What follows belongs to an exercise in optimizing a design on an open flow for small area and a short achievable clock period; a production flow would make more cautious choices. In this exercise RTL edits were held to simulation tests only and were not proved equivalent to the original.

### flow/config.mk
export PLATFORM = sky130hd
export DESIGN_NAME = median
export DESIGN_NICKNAME = median
export VERILOG_FILES = /design/flow/design.v
export SDC_FILE = /design/flow/constraint.sdc
export NUM_CORES = 4
export LEC_CHECK = 0
export CAP_MARGIN = 20
export CORE_MARGIN = 2
export CORE_UTILIZATION = 40
export SLEW_MARGIN = 20
### flow/constraint.sdc
create_clock -name core_clock -period 26.0 [get_ports {clk}]
set_input_delay 5.2000 -clock core_clock [delete_from_list [all_inputs] [get_ports {clk}]]
set_output_delay 5.2000 -clock core_clock [all_outputs]
set_load 0.01 [all_outputs]
### flow/design.v
module node
#(
    parameter DATA_WIDTH = 8,
    parameter LOW_MUX = 1,  
    parameter HI_MUX = 1  
)(
    input [DATA_WIDTH-1:0] data_a,
    input [DATA_WIDTH-1:0] data_b,
    output reg [DATA_WIDTH-1:0] data_hi,
    output reg [DATA_WIDTH-1:0] data_lo
);
    reg sel0;
    always @(*)
    begin : comparator
        if(data_a < data_b) begin
            sel0 = 1'b0;  
        end else begin
            sel0 = 1'b1;  
        end
    end
    always @(*)
    begin : mux_lo_hi
        data_lo = {DATA_WIDTH{1'b0}};
        data_hi = {DATA_WIDTH{1'b0}};
        case (sel0)
            1'b0 :
            begin
                if(LOW_MUX == 1)
                    data_lo = data_a;
                if(HI_MUX == 1)
                    data_hi = data_b;
            end
            1'b1 :
            begin
                if(LOW_MUX == 1)
                    data_lo = data_b;
                if(HI_MUX == 1)
                    data_hi = data_a;
            end
            default :
            begin
                data_lo = {DATA_WIDTH{1'b0}};
                data_hi = {DATA_WIDTH{1'b0}};
            end
        endcase
    end
endmodule
module dff_3_pipe
#(
    parameter DATA_WIDTH = 8
)(
    input clk,
    input rst_n,
    input [DATA_WIDTH-1:0] d0,
    input [DATA_WIDTH-1:0] d1,
    input [DATA_WIDTH-1:0] d2,
    output reg [DATA_WIDTH-1:0] q0,
    output reg [DATA_WIDTH-1:0] q1,
    output reg [DATA_WIDTH-1:0] q2
);
always @(posedge clk or negedge rst_n)
begin : register_bank_3u
    if(~rst_n) begin
        q0 <= {DATA_WIDTH{1'b0}};
        q1 <= {DATA_WIDTH{1'b0}};
        q2 <= {DATA_WIDTH{1'b0}};
    end else begin
        q0 <= d0;
        q1 <= d1;
        q2 <= d2;
    end
end
endmodule
module common_network
#(
    parameter DATA_WIDTH = 8
)(
    input [DATA_WIDTH-1:0] x2_y1,
    input [DATA_WIDTH-1:0] x2_y0,
    input [DATA_WIDTH-1:0] x2_ym1,
    input [DATA_WIDTH-1:0] x1_y1,
    input [DATA_WIDTH-1:0] x1_y0,
    input [DATA_WIDTH-1:0] x1_ym1,
    input [DATA_WIDTH-1:0] x0_y1,
    input [DATA_WIDTH-1:0] x0_y0,
    input [DATA_WIDTH-1:0] x0_ym1,
    input [DATA_WIDTH-1:0] xm1_y1,
    input [DATA_WIDTH-1:0] xm1_y0,
    input [DATA_WIDTH-1:0] xm1_ym1,
    output [DATA_WIDTH-1:0] c3l,
    output [DATA_WIDTH-1:0] c3h,
    output [DATA_WIDTH-1:0] c3m,
    output [DATA_WIDTH-1:0] c2l,
    output [DATA_WIDTH-1:0] c2h,
    output [DATA_WIDTH-1:0] c2m,
    output [DATA_WIDTH-1:0] c1l,
    output [DATA_WIDTH-1:0] c1h,
    output [DATA_WIDTH-1:0] c1m,
    output [DATA_WIDTH-1:0] c0h,
    output [DATA_WIDTH-1:0] c0m,
    output [DATA_WIDTH-1:0] c0l
);
    wire [DATA_WIDTH-1:0] node_u0_hi;
    wire [DATA_WIDTH-1:0] node_u0_lo;
    wire [DATA_WIDTH-1:0] node_u1_hi;
    wire [DATA_WIDTH-1:0] node_u1_lo;
    wire [DATA_WIDTH-1:0] node_u2_hi;
    wire [DATA_WIDTH-1:0] node_u2_lo;
    wire [DATA_WIDTH-1:0] node_u3_hi;
    wire [DATA_WIDTH-1:0] node_u3_lo;
    wire [DATA_WIDTH-1:0] node_u4_hi;
    wire [DATA_WIDTH-1:0] node_u4_lo;
    wire [DATA_WIDTH-1:0] node_u5_hi;
    wire [DATA_WIDTH-1:0] node_u5_lo;
    wire [DATA_WIDTH-1:0] node_u6_hi;
    wire [DATA_WIDTH-1:0] node_u6_lo;
    wire [DATA_WIDTH-1:0] node_u7_hi;
    wire [DATA_WIDTH-1:0] node_u7_lo;
    wire [DATA_WIDTH-1:0] node_u8_hi;
    wire [DATA_WIDTH-1:0] node_u8_lo;
    wire [DATA_WIDTH-1:0] node_u9_hi;
    wire [DATA_WIDTH-1:0] node_u9_lo;
    wire [DATA_WIDTH-1:0] node_u10_hi;
    wire [DATA_WIDTH-1:0] node_u10_lo;
    wire [DATA_WIDTH-1:0] node_u11_hi;
    wire [DATA_WIDTH-1:0] node_u11_lo;
    wire [DATA_WIDTH-1:0] node_u12_hi;
    wire [DATA_WIDTH-1:0] node_u12_lo;
    assign c3l = node_u4_lo;
    assign c3h = node_u8_hi;
    assign c3m = node_u8_lo;
    assign c2l = node_u5_lo;
    assign c2h = node_u9_hi;
    assign c2m = node_u9_lo;
    assign c1l = node_u6_lo;
    assign c1h = node_u10_hi;
    assign c1m = node_u10_lo;
    assign c0h = node_u11_hi;
    assign c0m = node_u11_lo;
    assign c0l = node_u7_lo;
    node
    #(
        .DATA_WIDTH(DATA_WIDTH),
        .LOW_MUX(1),  
        .HI_MUX(1)  
    ) node_u0 (
        .data_a(x2_y1),
        .data_b(x2_y0),
        .data_hi(node_u0_hi),
        .data_lo(node_u0_lo)
    );
    node
    #(
        .DATA_WIDTH(DATA_WIDTH),
        .LOW_MUX(1),  
        .HI_MUX(1)  
    ) node_u1 (
        .data_a(x1_y1),
        .data_b(x1_y0),
        .data_hi(node_u1_hi),
        .data_lo(node_u1_lo)
    );
    node
    #(
        .DATA_WIDTH(DATA_WIDTH),
        .LOW_MUX(1),  
        .HI_MUX(1)  
    ) node_u2 (
        .data_a(x0_y1),
        .data_b(x0_y0),
        .data_hi(node_u2_hi),
        .data_lo(node_u2_lo)
    );
    node
    #(
        .DATA_WIDTH(DATA_WIDTH),
        .LOW_MUX(1),  
        .HI_MUX(1)  
    ) node_u3 (
        .data_a(xm1_y1),
        .data_b(xm1_y0),
        .data_hi(node_u3_hi),
        .data_lo(node_u3_lo)
    );
    node
    #(
        .DATA_WIDTH(DATA_WIDTH),
        .LOW_MUX(1),  
        .HI_MUX(1)  
    ) node_u4 (
        .data_a(node_u0_lo),
        .data_b(x2_ym1),
        .data_hi(node_u4_hi),
        .data_lo(node_u4_lo)
    );
    node
    #(
        .DATA_WIDTH(DATA_WIDTH),
        .LOW_MUX(1),  
        .HI_MUX(1)  
    ) node_u5 (
        .data_a(node_u1_lo),
        .data_b(x1_ym1),
        .data_hi(node_u5_hi),
        .data_lo(node_u5_lo)
    );
    node
    #(
        .DATA_WIDTH(DATA_WIDTH),
        .LOW_MUX(1),  
        .HI_MUX(1)  
    ) node_u6 (
        .data_a(node_u2_lo),
        .data_b(x0_ym1),
        .data_hi(node_u6_hi),
        .data_lo(node_u6_lo)
    );
    node
    #(
        .DATA_WIDTH(DATA_WIDTH),
        .LOW_MUX(1),  
        .HI_MUX(1)  
    ) node_u7 (
        .data_a(node_u3_lo),
        .data_b(xm1_ym1),
        .data_hi(node_u7_hi),
        .data_lo(node_u7_lo)
    );
    node
    #(
        .DATA_WIDTH(DATA_WIDTH),
        .LOW_MUX(1),  
        .HI_MUX(1)  
    ) node_u8 (
        .data_a(node_u0_hi),
        .data_b(node_u4_hi),
        .data_hi(node_u8_hi),
        .data_lo(node_u8_lo)
    );
    node
    #(
        .DATA_WIDTH(DATA_WIDTH),
        .LOW_MUX(1),  
        .HI_MUX(1)  
    ) node_u9 (
        .data_a(node_u1_hi),
        .data_b(node_u5_hi),
        .data_hi(node_u9_hi),
        .data_lo(node_u9_lo)
    );
    node
    #(
        .DATA_WIDTH(DATA_WIDTH),
        .LOW_MUX(1),  
        .HI_MUX(1)  
    ) node_u10 (
        .data_a(node_u2_hi),
        .data_b(node_u6_hi),
        .data_hi(node_u10_hi),
        .data_lo(node_u10_lo)
    );
    node
    #(
        .DATA_WIDTH(DATA_WIDTH),
        .LOW_MUX(1),  
        .HI_MUX(1)  
    ) node_u11 (
        .data_a(node_u3_hi),
        .data_b(node_u7_hi),
        .data_hi(node_u11_hi),
        .data_lo(node_u11_lo)
    );
endmodule
module pixel_network
#(
    parameter DATA_WIDTH = 8
)(
    input [DATA_WIDTH-1:0] c3h,
    input [DATA_WIDTH-1:0] c3m,
    input [DATA_WIDTH-1:0] c3l,
    input [DATA_WIDTH-1:0] c2h,
    input [DATA_WIDTH-1:0] c2m,
    input [DATA_WIDTH-1:0] c2l,
    input [DATA_WIDTH-1:0] c1h,
    input [DATA_WIDTH-1:0] c1m,
    input [DATA_WIDTH-1:0] c1l,
    output [DATA_WIDTH-1:0] median
);
    wire [DATA_WIDTH-1:0] node_u0_lo;
    wire [DATA_WIDTH-1:0] node_u1_hi;
    wire [DATA_WIDTH-1:0] node_u1_lo;
    wire [DATA_WIDTH-1:0] node_u2_hi;
    wire [DATA_WIDTH-1:0] node_u3_lo;
    wire [DATA_WIDTH-1:0] node_u4_hi;
    wire [DATA_WIDTH-1:0] node_u5_hi;
    wire [DATA_WIDTH-1:0] node_u6_lo;
    wire [DATA_WIDTH-1:0] node_u7_hi;
    wire [DATA_WIDTH-1:0] node_u7_lo;
    wire [DATA_WIDTH-1:0] node_u8_hi;
    node
    #(
        .DATA_WIDTH(DATA_WIDTH),
        .LOW_MUX(1),  
        .HI_MUX(0)  
    ) node_u0 (
        .data_a(c3h),
        .data_b(c2h),
        .data_lo(node_u0_lo)
    );
    node
    #(
        .DATA_WIDTH(DATA_WIDTH),
        .LOW_MUX(1),  
        .HI_MUX(1)  
    ) node_u1 (
        .data_a(c3m),
        .data_b(c2m),
        .data_hi(node_u1_hi),
        .data_lo(node_u1_lo)
    );
    node
    #(
        .DATA_WIDTH(DATA_WIDTH),
        .LOW_MUX(0),  
        .HI_MUX(1)  
    ) node_u2 (
        .data_a(c2l),
        .data_b(c1l),
        .data_hi(node_u2_hi)
    );
    node
    #(
        .DATA_WIDTH(DATA_WIDTH),
        .LOW_MUX(1),  
        .HI_MUX(0)  
    ) node_u3 (
        .data_a(node_u0_lo),
        .data_b(c1h),
        .data_lo(node_u3_lo)
    );
    node
    #(
        .DATA_WIDTH(DATA_WIDTH),
        .LOW_MUX(0),  
        .HI_MUX(1)  
    ) node_u4 (
        .data_a(node_u1_lo),
        .data_b(c1m),
        .data_hi(node_u4_hi)
    );
    node
    #(
        .DATA_WIDTH(DATA_WIDTH),
        .LOW_MUX(0),  
        .HI_MUX(1)  
    ) node_u5 (
        .data_a(c3l),
        .data_b(node_u2_hi),
        .data_hi(node_u5_hi)
    );
    node
    #(
        .DATA_WIDTH(DATA_WIDTH),
        .LOW_MUX(1),  
        .HI_MUX(0)  
    ) node_u6 (
        .data_a(node_u1_hi),
        .data_b(node_u4_hi),
        .data_lo(node_u6_lo)
    );
    node
    #(
        .DATA_WIDTH(DATA_WIDTH),
        .LOW_MUX(1),  
        .HI_MUX(1)  
    ) node_u7 (
        .data_a(node_u3_lo),
        .data_b(node_u6_lo),
        .data_hi(node_u7_hi),
        .data_lo(node_u7_lo)
    );
    node
    #(
        .DATA_WIDTH(DATA_WIDTH),
        .LOW_MUX(0),  
        .HI_MUX(1)  
    ) node_u8 (
        .data_a(node_u7_lo),
        .data_b(node_u5_hi),
        .data_hi(node_u8_hi)
    );
    node
    #(
        .DATA_WIDTH(DATA_WIDTH),
        .LOW_MUX(1),  
        .HI_MUX(0)  
    ) node_u9 (
        .data_a(node_u7_hi),
        .data_b(node_u8_hi),
        .data_lo(median)
    );
endmodule
module state_machine
#(
    parameter LUT_ADDR_WIDTH = 10,
    parameter IMG_WIDTH = 234,
    parameter IMG_HEIGHT = 234
)(
    input clk,  
    input rst_n,  
    output reg [LUT_ADDR_WIDTH-1:0] raddr_a,
    output reg [LUT_ADDR_WIDTH-1:0] raddr_b,
    output reg [LUT_ADDR_WIDTH-1:0] raddr_c,
    output reg [LUT_ADDR_WIDTH-1:0] waddr,
    output reg [1:0] window_line_counter,
    output reg [9:0] window_column_counter,
    output reg [9:0] memory_shift
);
    reg valid;
    always @(posedge clk or negedge rst_n)
    begin : out_memory_counter
        if(~rst_n) begin
            waddr <= {LUT_ADDR_WIDTH{1'b0}};
        end else if(valid) begin
            waddr <= waddr + 1'b1;
        end
    end
    always @(posedge clk or negedge rst_n)
    begin : addr_counter
        if(~rst_n) begin
            window_column_counter <= 10'd0;
            window_line_counter <= 2'b00;
            valid <= 1'b0;
            raddr_a <= {LUT_ADDR_WIDTH{1'b0}};
            raddr_b <= {LUT_ADDR_WIDTH{1'b0}};
            raddr_c <= {LUT_ADDR_WIDTH{1'b0}};
        end else begin
            if(window_column_counter != ((IMG_WIDTH/4)-1)) begin
                window_column_counter <= window_column_counter + 1'b1;
                valid <= 1'b1;
                raddr_a <= raddr_a + 1'b1;
                raddr_b <= raddr_b + 1'b1;
                raddr_c <= raddr_c + 1'b1;
            end else begin
                window_column_counter <= 10'd0;
                case (window_line_counter)
                    2'b00 :
                    begin
                        raddr_a <= raddr_a + 1'b1;
                        raddr_b <= raddr_b - window_column_counter;
                        raddr_c <= raddr_c - window_column_counter;
                        window_line_counter <= window_line_counter + 1'b1;
                    end
                    2'b01 :
                    begin
                        raddr_b <= raddr_b + 1'b1;
                        raddr_a <= raddr_a - window_column_counter;
                        raddr_c <= raddr_c - window_column_counter;
                        window_line_counter <= window_line_counter + 1'b1;
                    end
                    2'b10 :
                    begin
                        raddr_b <= raddr_b - window_column_counter;
                        raddr_a <= raddr_a - window_column_counter;
                        raddr_c <= raddr_c + 1'b1;
                        window_line_counter <= 2'b00;
                    end
                    default :
                    begin
                        raddr_a <= {LUT_ADDR_WIDTH{1'b0}};
                        raddr_b <= {LUT_ADDR_WIDTH{1'b0}};
                        raddr_c <= {LUT_ADDR_WIDTH{1'b0}};
                    end
                endcase
            end
        end
    end
endmodule
module median
#(
    parameter MEM_DATA_WIDTH = 32,
    parameter LUT_ADDR_WIDTH = 10,  
    parameter MEM_ADDR_WIDTH = 10,  
    parameter PIXEL_DATA_WIDTH = 8,
    parameter IMG_WIDTH  = 320,
    parameter IMG_HEIGHT = 320
)(
    input clk,  
    input rst_n,  
    input [31:0] word0,
    input [31:0] word1,
    input [31:0] word2,
    output [PIXEL_DATA_WIDTH-1:0] pixel1,
    output [PIXEL_DATA_WIDTH-1:0] pixel2,
    output [PIXEL_DATA_WIDTH-1:0] pixel3,
    output [PIXEL_DATA_WIDTH-1:0] pixel4,
    output [LUT_ADDR_WIDTH-1:0] raddr_a,
    output [LUT_ADDR_WIDTH-1:0] raddr_b,
    output [LUT_ADDR_WIDTH-1:0] raddr_c,
    output [MEM_ADDR_WIDTH-1:0] waddr
);
    wire [PIXEL_DATA_WIDTH-1:0] x2_y1;
    wire [PIXEL_DATA_WIDTH-1:0] x2_y0;
    wire [PIXEL_DATA_WIDTH-1:0] x2_ym1;
    wire [PIXEL_DATA_WIDTH-1:0] x1_y1;
    wire [PIXEL_DATA_WIDTH-1:0] x1_y0;
    wire [PIXEL_DATA_WIDTH-1:0] x1_ym1;
    wire [PIXEL_DATA_WIDTH-1:0] x0_y1;
    wire [PIXEL_DATA_WIDTH-1:0] x0_y0;
    wire [PIXEL_DATA_WIDTH-1:0] x0_ym1;
    wire [PIXEL_DATA_WIDTH-1:0] xm1_y1;
    wire [PIXEL_DATA_WIDTH-1:0] xm1_y0;
    wire [PIXEL_DATA_WIDTH-1:0] xm1_ym1;
    assign x2_y1   = word0[PIXEL_DATA_WIDTH-1:0];
    assign x2_y0   = word1[PIXEL_DATA_WIDTH-1:0];
    assign x2_ym1  = word2[PIXEL_DATA_WIDTH-1:0];
    assign x1_y1   = word0[(PIXEL_DATA_WIDTH*2)-1:PIXEL_DATA_WIDTH];
    assign x1_y0   = word1[(PIXEL_DATA_WIDTH*2)-1:PIXEL_DATA_WIDTH];
    assign x1_ym1  = word2[(PIXEL_DATA_WIDTH*2)-1:PIXEL_DATA_WIDTH];
    assign x0_y1   = word0[(PIXEL_DATA_WIDTH*3)-1:(PIXEL_DATA_WIDTH*2)];
    assign x0_y0   = word1[(PIXEL_DATA_WIDTH*3)-1:(PIXEL_DATA_WIDTH*2)];
    assign x0_ym1  = word2[(PIXEL_DATA_WIDTH*3)-1:(PIXEL_DATA_WIDTH*2)];
    assign xm1_y1  = word0[(PIXEL_DATA_WIDTH*4)-1:(PIXEL_DATA_WIDTH*3)];
    assign xm1_y0  = word1[(PIXEL_DATA_WIDTH*4)-1:(PIXEL_DATA_WIDTH*3)];
    assign xm1_ym1 = word2[(PIXEL_DATA_WIDTH*4)-1:(PIXEL_DATA_WIDTH*3)];
    wire [PIXEL_DATA_WIDTH-1:0] c3l;
    wire [PIXEL_DATA_WIDTH-1:0] c3h;
    wire [PIXEL_DATA_WIDTH-1:0] c3m;
    wire [PIXEL_DATA_WIDTH-1:0] c3l_reg;
    wire [PIXEL_DATA_WIDTH-1:0] c3h_reg;
    wire [PIXEL_DATA_WIDTH-1:0] c3m_reg;
    wire [PIXEL_DATA_WIDTH-1:0] c2l;
    wire [PIXEL_DATA_WIDTH-1:0] c2h;
    wire [PIXEL_DATA_WIDTH-1:0] c2m;
    wire [PIXEL_DATA_WIDTH-1:0] c2l_reg;
    wire [PIXEL_DATA_WIDTH-1:0] c2h_reg;
    wire [PIXEL_DATA_WIDTH-1:0] c2m_reg;
    wire [PIXEL_DATA_WIDTH-1:0] c1l;
    wire [PIXEL_DATA_WIDTH-1:0] c1h;
    wire [PIXEL_DATA_WIDTH-1:0] c1m;
    wire [PIXEL_DATA_WIDTH-1:0] c0h;
    wire [PIXEL_DATA_WIDTH-1:0] c0m;
    wire [PIXEL_DATA_WIDTH-1:0] c0l;
    wire [PIXEL_DATA_WIDTH-1:0] p1_sig;
    wire [PIXEL_DATA_WIDTH-1:0] p2_sig;
    wire [PIXEL_DATA_WIDTH-1:0] p3_sig;
    state_machine
    #(
        .LUT_ADDR_WIDTH(LUT_ADDR_WIDTH),
        .IMG_WIDTH(IMG_WIDTH),
        .IMG_HEIGHT(IMG_HEIGHT)
    ) window_contol (
        .clk(clk),  
        .rst_n(rst_n),  
        .raddr_a(raddr_a),
        .raddr_b(raddr_b),
        .raddr_c(raddr_c),
        .waddr(waddr)
    );
    common_network
    #(
        .DATA_WIDTH(PIXEL_DATA_WIDTH)
    ) common_network_u0 (
        .x2_y1(x2_y1),
        .x2_y0(x2_y0),
        .x2_ym1(x2_ym1),
        .x1_y1(x1_y1),
        .x1_y0(x1_y0),
        .x1_ym1(x1_ym1),
        .x0_y1(x0_y1),
        .x0_y0(x0_y0),
        .x0_ym1(x0_ym1),
        .xm1_y1(xm1_y1),
        .xm1_y0(xm1_y0),
        .xm1_ym1(xm1_ym1),
        .c3l(c3l),
        .c3h(c3h),
        .c3m(c3m),
        .c2l(c2l),
        .c2h(c2h),
        .c2m(c2m),
        .c1l(c1l),
        .c1h(c1h),
        .c1m(c1m),
        .c0h(c0h),
        .c0m(c0m),
        .c0l(c0l)
    );
    dff_3_pipe
    #(
        .DATA_WIDTH(PIXEL_DATA_WIDTH)
    ) dff_c3_pipe (
        .clk(clk),
        .rst_n(rst_n),
        .d0(c3h),
        .d1(c3m),
        .d2(c3l),
        .q0(c3h_reg),
        .q1(c3m_reg),
        .q2(c3l_reg)
    );
    dff_3_pipe
    #(
        .DATA_WIDTH(PIXEL_DATA_WIDTH)
    ) dff_c2_pipe (
        .clk(clk),
        .rst_n(rst_n),
        .d0(c2h),
        .d1(c2m),
        .d2(c2l),
        .q0(c2h_reg),
        .q1(c2m_reg),
        .q2(c2l_reg)
    );
    dff_3_pipe
    #(
        .DATA_WIDTH(PIXEL_DATA_WIDTH)
    ) dff_out_pipe (
        .clk(clk),
        .rst_n(rst_n),
        .d0(p1_sig),
        .d1(p2_sig),
        .d2(p3_sig),
        .q0(pixel1),
        .q1(pixel2),
        .q2(pixel3)
    );
    pixel_network
    #(
        .DATA_WIDTH(PIXEL_DATA_WIDTH)
    ) pixel_network_u0 (
        .c3h(c1h),
        .c3m(c1m),
        .c3l(c1l),
        .c2h(c0h),
        .c2m(c0m),
        .c2l(c0l),
        .c1h(c3h_reg),
        .c1m(c3m_reg),
        .c1l(c3l_reg),
        .median(p1_sig)
    );
    pixel_network
    #(
        .DATA_WIDTH(PIXEL_DATA_WIDTH)
    ) pixel_network_u1 (
        .c3h(c2h),
        .c3m(c2m),
        .c3l(c2l),
        .c2h(c1h),
        .c2m(c1m),
        .c2l(c1l),
        .c1h(c0h),
        .c1m(c0m),
        .c1l(c0l),
        .median(p2_sig)
    );
    pixel_network
    #(
        .DATA_WIDTH(PIXEL_DATA_WIDTH)
    ) pixel_network_u2 (
        .c3h(c3h),
        .c3m(c3m),
        .c3l(c3l),
        .c2h(c2h),
        .c2m(c2m),
        .c2l(c2l),
        .c1h(c1h),
        .c1m(c1m),
        .c1l(c1l),
        .median(p3_sig)
    );
    pixel_network
    #(
        .DATA_WIDTH(PIXEL_DATA_WIDTH)
    ) pixel_network_u3 (
        .c3h(c0h),
        .c3m(c0m),
        .c3l(c0l),
        .c2h(c3h_reg),
        .c2m(c3m_reg),
        .c2l(c3l_reg),
        .c1h(c2h_reg),
        .c1m(c2m_reg),
        .c1l(c2l_reg),
        .median(pixel4)
    );
endmodule
### flow/run.sh
#!/bin/bash
# synth_recipe.tcl (not shown) runs the flow's synth.tcl, then flattens the netlist and writes it again
# the make line also repeats each setting of config.mk as NAME=value (left out here)
make -C /OpenROAD-flow-scripts/flow DESIGN_CONFIG=/design/flow/config.mk WORK_HOME=/design/flow/orfs CLKGATE_MAP_FILE= SYNTH_SCRIPT=/design/flow/synth_recipe.tcl finish
==> run summary <==
- Top Ports: 170
- Skew-Pair Late Insertion Delay: 460 ps
- Largest cells by area after synthesis: ha_1 (21%), dfrtp_1 (14%), mux2i_1 (8.9%)
- Area grow syn2layout: 18.4%
- Worst-path clk slew: 60 ps
- Gr usage total: 27.7%
- Synth Instances: 2955
- Mux share of post-synthesis cell area: 11.3%
- DP Area: 25500 µm²
- Post-Syn Nets: 3431
- Clock Skew: 11.4 ps
- Largest family of logic cells by synthesized area: compound AO/OA/AOI/OAI gates
- Slew Limit Fails: 0
- Hold Slack: 480 ps
- Synth Area in Adders: 21.7%
- Slew @ Worst Pin: 1120 ps
- Min cycle time layout: 25430 ps
- Period utilization: 97.8%
- Layout cells sized above 1: 9.22%
- Hold-fix buffers, CTS: 0
- Clock Tree Root: clkbuf_16
- DRC viols: 0
- Cell variety after synth: 106
- Max Cap Violations: 0
- Routed vias: 23100
- Critical Path Fanout Max: 8
- Routed length per placed instance: 20.4 µm
- Sequential share of the synthesized area: 14.0%
- Worst Setup Path Type: input pin to primary output
- Highest Clock Rate: 39.3 MHz
- Core area: 55200 µm²
- CP peak stage delay: 530 ps
- Drt first-iter violations: 1528
- CTS tree: built
- Post-synth EDFFs: 0
- FFs w/ async S/R, synth: 100%
- Post-Synth XOR/XNOR Area: 2.58%
- Nets: 3653
- Total gr overflow: 0
- H-tree Lvls: 4
- Clock buffer depth: 2
- Crit path top cell by count: a21o_1
- Synth Area in Compound Gates: 26.7%
- Die width: 241 µm
- Share of the synthesized area in the top cell type: 21.0%
- RD Place Congestion: 1.00
- CP Data Arrival Time: 20230 ps
- #FFs+latches synth: 125
- Status: no timing/DRC/antenna violations
- Worst hold path class: flop to flop
- RSZ-0062 raised after global routing: yes
- Post-synthesis simple-gate area fraction: 16.7%
- Mapped Area: 22400 µm²
- Slowest stage cell, crit path: clkdlybuf4s50_1
- Antenna viol nets, final: 0
- First-pass DRT Iterations: 8
- DIE AREA: 57900 µm²
- Drt total wl: 80500 µm
- Synth Flop Type: dfrtp_1
- CP endpoint kind: primary output
- Maximum number of pins on one net before global-route repair: 64
- Final setup violation count: 0
- WP data required: 20800 ps
- Final count of hold timing violations: 0
- Post-detailed-placement half-perimeter wirelength: 66900 µm
- Starting Density: 40.6%
- Cts bufs inserted: 17
- Die H: 241 µm
- Synth warnings: 5
- Average footprint of a synthesized cell: 7.57 µm²
- Worst rel slew slack: 24.7%
- Clk sinks: 125
- Core Rows: 86
- CP Launch Type: input pin
- Layout fillers: 5370
- Number of global-route vias before repair: 22200
- Fin area: 26500 µm²
- # port buffers: 169
- Post-synth top area cell: ha_1
- Initial antenna violation count: 2
- Vias per Instance: 5.87
- First-pass GRT wire length: 124000 µm
==> layer usage <==
| metal | vias to the layer above | global-route usage [%] | share of wire (%) |
|---|---|---|---|
| met5 | - | 0 | 0 |
| met4 | 0 | 13.6 | 5.1 |
| met3 | 190 | 3.90 | 6.7 |
| met2 | 915 | 44.9 | 45 |
| met1 | 10900 | 35.9 | 43 |
| li1 | 11200 | - | - |
==> final timing paths <==
check	start	end	slack [ps]	cells after the start
setup / recovery	word1[30]	pixel4[0]	570	80
setup reg to reg	dff_c3_pipe.q1[2]$_DFF_PN0_	dff_out_pipe.q0[0]$_DFF_PN0_	15810	39
max in group asynchronous	rst_n	window_contol.raddr_c[6]$_DFF_PN0_	20020	2
hold reg to reg	window_contol.waddr[9]$_DFFE_PN0P_	window_contol.waddr[9]$_DFFE_PN0P_	480	1
min in group asynchronous	rst_n	dff_out_pipe.q0[2]$_DFF_PN0_	4710	1
hold / removal	window_contol.waddr[9]$_DFFE_PN0P_	window_contol.waddr[9]$_DFFE_PN0P_	480	1
==> repair_timing <==
action	4_1_cts	5_1_grt
pin swaps	0	10
hold endpoints to repair	0	0
buffers inserted	1	15
endpoints found under the setup margin	8	9
gates resized for setup	8	48
cloned	0	2
==> worst max-delay path: cells and delay by family <==
family | cells | cell delay, ps
compound gates | 41 | 7100
mux | 6 | 1280
buf+inv | 12 | 2440
fa+ha+maj | 9 | 2340
simple gates | 12 | 1830
==> synthesized netlist by cell type, drive strengths merged (36+ instances only) <==
cell / count
inv: 320
nand4: 36
nand3: 55
o21a: 41
nand2: 227
o21ai: 209
nor2: 300
nor3: 43
a21o: 128
mux2: 45
clkbuf: 67
a21oi: 264
xnor2: 48
mux2i: 200
dfrtp: 125
ha: 375
==> cell families after synthesis <==
logic type / after synthesis
AOI/OAI and AO/OA: 905
xor gates and xnor gates: 66
adders and majority gates: 389
buffers and inverters: 409
DFF: 125
muxes: 245
and+or+nand+nor: 816
==> metrics by stage <==
| step | worst slack (ps) | TNS, ps | util (%) | cells |
|---|---|---|---|---|
| after detailed placement | -255 | -1790 | 46.2 | 3887 |
| after global routing | -233 | -233 | 48.0 | 3938 |
| after CTS | 5.47 | 0 | 47.5 | 3920 |
| after floorplan | 58.6 | 0 | - | 2955 |
| final | 572 | 0 | 48.0 | 3940 |
| after global placement | 131 | 0 | 46.2 | 3887 |
==> cell usage in the layout (no fill, tap or decap), types with 118 or more instances in the layout <==
| cell | count |
|---|---|
| dfrtp_1 | 125 |
| clkdlybuf4s50_1 | 161 |
| o21ai_0 | 180 |
| mux2i_1 | 189 |
| a21oi_1 | 252 |
| nand2_1 | 225 |
| a21o_1 | 128 |
| buf_4 | 118 |
| nor2_1 | 298 |
| ha_1 | 375 |
| inv_1 | 319 |
==> state kept, by name, summed over array words and instances, names as in the netlist <==
| signal | cells |
|---|---|
| window_contol.raddr_b | 10 |
| dff_c2_pipe.q0 | 8 |
| dff_c3_pipe.q0 | 8 |
| dff_c3_pipe.q2 | 8 |
| dff_c2_pipe.q2 | 8 |
| dff_c3_pipe.q1 | 8 |
| window_contol.valid | 1 |
| window_contol.raddr_c | 10 |
| dff_out_pipe.q1 | 8 |
| dff_out_pipe.q0 | 8 |
| window_contol.window_line_counter | 2 |
| window_contol.raddr_a | 10 |
| window_contol.waddr | 10 |
| window_contol.window_column_counter | 10 |
| dff_c2_pipe.q1 | 8 |
| dff_out_pipe.q2 | 8 |
==> final cells by class <==
| cell class | count | area, µm² | share of cell area (%) |
|---|---|---|---|
| multi-input combinational | 2421 | 17900 | 67.7 |
| antenna | 2 | 5.00 | 0.0189 |
| inverter | 320 | 1200 | 4.53 |
| tap | 748 | 936 | 3.53 |
| clock inverter | 13 | 203 | 0.765 |
| timing repair buffer | 292 | 2650 | 9.99 |
| clock buffer | 19 | 443 | 1.67 |
| sequential | 125 | 3130 | 11.8 |

separate check: timing with driven ports:
No port has a modelled driver above. Below, the same layout with a new extraction and two added sets of constraints. Step 1 assumes that a clkbuf_16 drives the clock port and a buf_2 every other input. Step 2 also shifts input and output timing later by t, the mid clock arrival at the registers, as if the neighbouring blocks saw the same clock. Three values: ideal ports, drivers, drivers and shift; two values: the first two.
t, ns: 0.512
slack for setup (ns): 0.572 / 0.547 / 0.547
pins driven straight from the clock port: 1
After both steps this run still meets setup and hold. For this run, drivers alone change the setup slack by -0.025 ns; drivers and shift together by -0.025 ns.
